What follows belongs to an exercise in optimizing a design on an open flow for small area; a production flow would make more cautious choices.
The RTL was checked by simulation tests, not by an equivalence proof against the original design.
Power is estimated from default activity; no workload was simulated.

Design SYS_CORE, start of the top module:
module SYS_CORE (
    input  wire       i_clk,
    input  wire       i_rst_n,
    input  wire [7:0] i_rx_data,
    input  wire       i_rx_valid,
    input  wire       i_fifo_full,
    output wire [7:0] o_tx_data,
    output wire       o_tx_valid,
    output wire [7:0] o_uart_cfg,
    output wire [7:0] o_div_ratio,
    output wire [5:0] o_rx_div);
  wire [3:0] addr, wren;
  wire [7:0] rd, reg0, reg1, lo, hi, hbuf;
  wire [1:0] ph;
  wire       clear, step, init, loadh, ins, loadl, fmt;
  wire [2:0] cnt;
  SYS_CTRL U0_SYS_CTRL (
    .CLK(i_clk), .RST(i_rst_n), .RX_P_Data(i_rx_data), .RX_D_VLD(i_rx_valid),
    .FIFO_FULL(i_fifo_full), .ALU_LO(lo), .ALU_HI(hi), .Ph(ph),
    .Addr(addr), .WrEn(wren), .LoadH(loadh), .Ins(ins), .LoadL(loadl), .Fmt(fmt),
    .Clear(clear), .Step(step), .Cnt(cnt),
    .TX_P_Data(o_tx_data), .TX_D_VLD(o_tx_valid), .Init(init));
  ALU U0_ALU (
    .CLK(i_clk), .Clear(clear), .LoadH(loadh), .LoadL(loadl),
    .DH(i_rx_data), .DL(rd), .Fmt(fmt), .Step(step), .Cnt(cnt), .FUN(addr),
    .A(reg0), .B(reg1), .LO(lo), .HI(hi), .HQ(hbuf));
  RegFile U0_RegFile (
    .CLK(i_clk), .RST(i_rst_n), .Init(init), .WrEn(wren), .WrData(i_rx_data),
    .Ins(ins), .InsData(hbuf), .Address(addr),
    .REG0(reg0), .REG1(reg1), .REG2(o_uart_cfg), .REG3(o_div_ratio), .Ph(ph), .RdData(rd));
  wire [5:0] pre = o_uart_cfg[7:2];
  ...
For scale: ~480 cells after synthesis, ~92 flip-flops, about 43 I/O pins, roughly 4500 µm² of cells after synthesis.
==> flow/config.mk <==
export PLATFORM = sky130hd
export DESIGN_NAME = SYS_CORE
export DESIGN_NICKNAME = SYS_CORE
export VERILOG_FILES = /design/flow/design.v
export SDC_FILE = /design/flow/constraint.sdc
export NUM_CORES = 4
export LEC_CHECK = 0
export ABC_AREA = 1
export CAP_MARGIN = 20
export CORE_MARGIN = 2
export CORE_UTILIZATION = 40
export SLEW_MARGIN = 20
==> flow/constraint.sdc <==
create_clock -name core_clock -period 30.0 [get_ports {i_clk}]
set_input_delay 6.0000 -clock core_clock [delete_from_list [all_inputs] [get_ports {i_clk}]]
set_output_delay 6.0000 -clock core_clock [all_outputs]
set_load 0.01 [all_outputs]
standard.sh (not shown) runs the stock make flow with config.mk's settings and CLKGATE_MAP_FILE= SYNTH_SCRIPT=/design/flow/synth_recipe.tcl, a recipe that flattens the netlist after the stock synthesis.
==> flow/flow/run.sh <==
#!/bin/bash
# The standard layout (standard.sh) with changes that only affect how the
# combinational logic is mapped and how large the cells are:
#  - synthesis runs flow/synth.tcl: synth_recipe.tcl with an area-oriented ABC
#    script (flow/abc_area.script); registers are mapped as in the standard
#    synthesis;
#  - every input and output port still gets its own buffer, but a buf_1;
#  - after floorplan, combinational cells are swapped for the smallest cell
#    of the same function (flow/downsize.tcl); later repair steps fix slew/cap;
#  - CTS builds the clock tree from clkbuf_8 cells, without dummy loads.
# The full make output goes to standard.log in the work folder.
set -euo pipefail
here=$(pwd)
export FLOW_ABC_SCRIPT="$here/flow/abc_area.script"
export BUFFER_PORTS_ARGS="-buffer_cell sky130_fd_sc_hd__buf_1"
export POST_FLOORPLAN_TCL="$here/flow/downsize.tcl"
export CTS_ARGS="-sink_clustering_enable -repair_clock_nets -dont_use_dummy_load -buf_list sky130_fd_sc_hd__clkbuf_8"
bash standard.sh finish SYNTH_SCRIPT="$here/flow/synth.tcl" > standard.log 2>&1
==> flow/flow/abc_area.script <==
strash
dch -f
amap
mfs2
strash
dch -f
amap
topo
dnsize -c
Other scripts of this flow, unchanged in this note and not shown: flow/flow/downsize.tcl, flow/flow/synth.tcl
Rerun with:
==> flow/flow/abc_area.script (replaced) <==
strash
dch -f
amap
mfs -a
strash
dch -f
amap
topo
dnsize -c
Outcome: Fmax stays flat; global-route usage climbs by 0.81 points; die area came out higher by 0.56%.

========
SYS_CORE, a different RTL version from the one above (not shown whole).
Size in the first run: roughly 43 I/O pins, ~0.0046 sq mm of cells after synthesis.
clock: 30.0 ns
lec_check: 0
abc_area: 1
cap_margin: 20
core_margin: 2
core_utilization: 40
slew_margin: 20
==> flow/flow/run.sh <==
#!/bin/bash
# The standard layout (standard.sh) with changes that only affect how the
# combinational logic is mapped and how large the cells are:
#  - synthesis runs flow/synth.tcl: synth_recipe.tcl with an area-oriented ABC
#    script (flow/abc_area.script); registers are mapped as in the standard
#    synthesis;
#  - every input and output port still gets its own buffer, but a buf_1;
#  - after floorplan, combinational cells are swapped for the smallest cell
#    of the same function (flow/downsize.tcl); later repair steps fix slew/cap;
#  - CTS builds the clock tree from clkbuf_8 cells, without dummy loads.
# The full make output goes to standard.log in the work folder.
set -euo pipefail
here=$(pwd)
export FLOW_ABC_SCRIPT="$here/flow/abc_area.script"
export BUFFER_PORTS_ARGS="-buffer_cell sky130_fd_sc_hd__buf_1"
export POST_FLOORPLAN_TCL="$here/flow/downsize.tcl"
export CTS_ARGS="-sink_clustering_enable -repair_clock_nets -dont_use_dummy_load -sink_clustering_size 30 -sink_clustering_max_diameter 200 -buf_list sky130_fd_sc_hd__clkbuf_16"
bash standard.sh finish SYNTH_SCRIPT="$here/flow/synth.tcl" > standard.log 2>&1
==> flow/flow/abc_area.script <==
strash
dch -f
amap
mfs -a
strash
dch -f
amap
topo
dnsize -c
==> flow/flow/synth.tcl <==
# The standard flow's synthesis script (synth_recipe.tcl) with one change: Yosys's abc
# call for the combinational logic runs flow/abc_area.script (area-oriented
# mapping with amap and don't-care optimisation) instead of ORFS's script.
# Flip-flops are mapped before abc, so registers, their names and cell types
# are those of the standard synthesis.
proc synth {args} { yosys synth -nofsm -noshare {*}$args }
proc abc {args} {
  set i [lsearch $args -script]
  if {$i >= 0} { lset args [expr {$i + 1}] $::env(FLOW_ABC_SCRIPT) }
  yosys abc {*}$args
}
source $::env(SCRIPTS_DIR)/synth.tcl
# left out here: clear keep_hierarchy, flatten, clean up, hide names made inside functions, write 1_2_yosys.v
Other scripts of this flow, unchanged in this note and not shown: flow/flow/downsize.tcl
Next try:
==> flow/flow/run.sh (replaced) <==
#!/bin/bash
# Standard ORFS layout (standard.sh, unchanged synthesis) with three changes
# that only affect cell sizes:
#  - every input and output port still gets its own buffer, but a buf_1;
#  - after floorplan, combinational cells are swapped for the smallest cell
#    of the same function (flow/downsize.tcl); later repair steps fix slew/cap;
#  - CTS builds the clock tree from clkbuf_8 cells, without dummy loads.
# The full make output goes to standard.log in the work folder.
set -euo pipefail
here=$(pwd)
export BUFFER_PORTS_ARGS="-buffer_cell sky130_fd_sc_hd__buf_1"
export POST_FLOORPLAN_TCL="$here/flow/downsize.tcl"
export CTS_ARGS="-sink_clustering_enable -repair_clock_nets -dont_use_dummy_load -buf_list sky130_fd_sc_hd__clkbuf_8"
bash standard.sh finish > standard.log 2>&1
removed: flow/flow/abc_area.script
removed: flow/flow/synth.tcl
First-iteration DRC count decreases by roughly a tenth.
Count of clock-buffer cells in the layout stays the same.
Die area rose by roughly a tenth.
Cell area went up by a few percent.
Via count grows by roughly a tenth.
Register-to-register slack gains 2.6 ns.
Routed wire length is higher by roughly a tenth.
Worst setup slack gets worse by 0.024 ns.
Next try:
==> flow/flow/run.sh (replaced) <==
#!/bin/bash
# The standard layout (standard.sh) with changes that only affect how the
# combinational logic is mapped and how large the cells are:
#  - synthesis runs flow/synth.tcl: synth_recipe.tcl with an area-oriented ABC
#    script (flow/abc_area.script); registers are mapped as in the standard
#    synthesis;
#  - every input and output port still gets its own buffer, but a buf_1;
#  - after floorplan, combinational cells are swapped for the smallest cell
#    of the same function (flow/downsize.tcl); later repair steps fix slew/cap;
#  - CTS builds the clock tree from clkbuf_8 cells, without dummy loads.
# The full make output goes to standard.log in the work folder.
set -euo pipefail
here=$(pwd)
export FLOW_ABC_SCRIPT="$here/flow/abc_area.script"
export BUFFER_PORTS_ARGS="-buffer_cell sky130_fd_sc_hd__buf_1"
export POST_FLOORPLAN_TCL="$here/flow/downsize.tcl"
export CTS_ARGS="-sink_clustering_enable -repair_clock_nets -dont_use_dummy_load -buf_list sky130_fd_sc_hd__clkbuf_8"
bash standard.sh finish SYNTH_SCRIPT="$here/flow/synth.tcl" > standard.log 2>&1
==> flow/flow/abc_area.script (new file) <==
strash
dch -f
amap
mfs -a
strash
dch -f
amap
topo
dnsize -c
==> flow/flow/synth.tcl (new file) <==
# The standard flow's synthesis script (synth_recipe.tcl) with one change: Yosys's abc
# call for the combinational logic runs flow/abc_area.script (area-oriented
# mapping with amap and don't-care optimisation) instead of ORFS's script.
# Flip-flops are mapped before abc, so registers, their names and cell types
# are those of the standard synthesis.
proc synth {args} { yosys synth -nofsm -noshare {*}$args }
proc abc {args} {
  set i [lsearch $args -script]
  if {$i >= 0} { lset args [expr {$i + 1}] $::env(FLOW_ABC_SCRIPT) }
  yosys abc {*}$args
}
source $::env(SCRIPTS_DIR)/synth.tcl
# left out here: clear keep_hierarchy, flatten, clean up, hide names made inside functions, write 1_2_yosys.v
What happened: The new run ran to the end with no violations; worst hold slack got worse by 0.0035 ns; sequential share of layout area came out higher by 3.7 points; design area came out lower by about 8%; clock power came out lower by about 1%; routed wire length came out lower by about 10%; fmax hardly moves; global-route usage came out higher by 0.31 points.
Next try:
--- a/flow/flow/run.sh
+++ b/flow/flow/run.sh
@@ -15,4 +15,4 @@
 export BUFFER_PORTS_ARGS="-buffer_cell sky130_fd_sc_hd__buf_1"
 export POST_FLOORPLAN_TCL="$here/flow/downsize.tcl"
-export CTS_ARGS="-sink_clustering_enable -repair_clock_nets -dont_use_dummy_load -buf_list sky130_fd_sc_hd__clkbuf_8"
+export CTS_ARGS="-sink_clustering_enable -repair_clock_nets -dont_use_dummy_load -sink_clustering_size 24 -sink_clustering_max_diameter 150 -buf_list sky130_fd_sc_hd__clkbuf_8"
 bash standard.sh finish SYNTH_SCRIPT="$here/flow/synth.tcl" > standard.log 2>&1
Effect: Via count is unchanged; non-clock buffer count is unchanged; wire length stays the same; combinational power stays flat; worst hold slack is unchanged.

[separate check: timing with driven ports]
How much do the figures lean on ideal ports? The routed layouts below were timed once more, with nothing changed but the port constraints. Step 1 sets driving cells, clkbuf_16 on the clock port and buf_2 on the other inputs (assumed; they add their load-dependent delay and slew). Step 2 also shifts input and output timing later by t, the mid clock arrival at the registers, as if the neighbouring blocks saw the same clock. Three values: ideal ports, drivers, drivers and shift; two values: the first two.
run | t, ns | setup WS [ns] | worst register clock-pin slew, ns
the first run of note 1 | 0.398 | 17.656 / 17.637 / 17.637 | 0.09 / 0.09
the second run of note 1 | 0.413 | 17.677 / 17.657 / 17.657 | 0.09 / 0.09
the first run of note 2 | 0.366 | 17.676 / 17.657 / 17.657 | 0.06 / 0.06
the second run of note 2 | 0.401 | 17.652 / 17.631 / 17.631 | 0.09 / 0.09
the third run of note 2 | 0.379 | 17.676 / 17.657 / 17.657 | 0.09 / 0.09
the fourth run of note 2 | 0.379 | 17.676 / 17.657 / 17.657 | 0.09 / 0.09
After both steps every run listed still meets setup and hold. For the second run of note 2, which loses most, drivers alone change the setup slack by -0.021 ns; drivers and shift together by -0.021 ns.
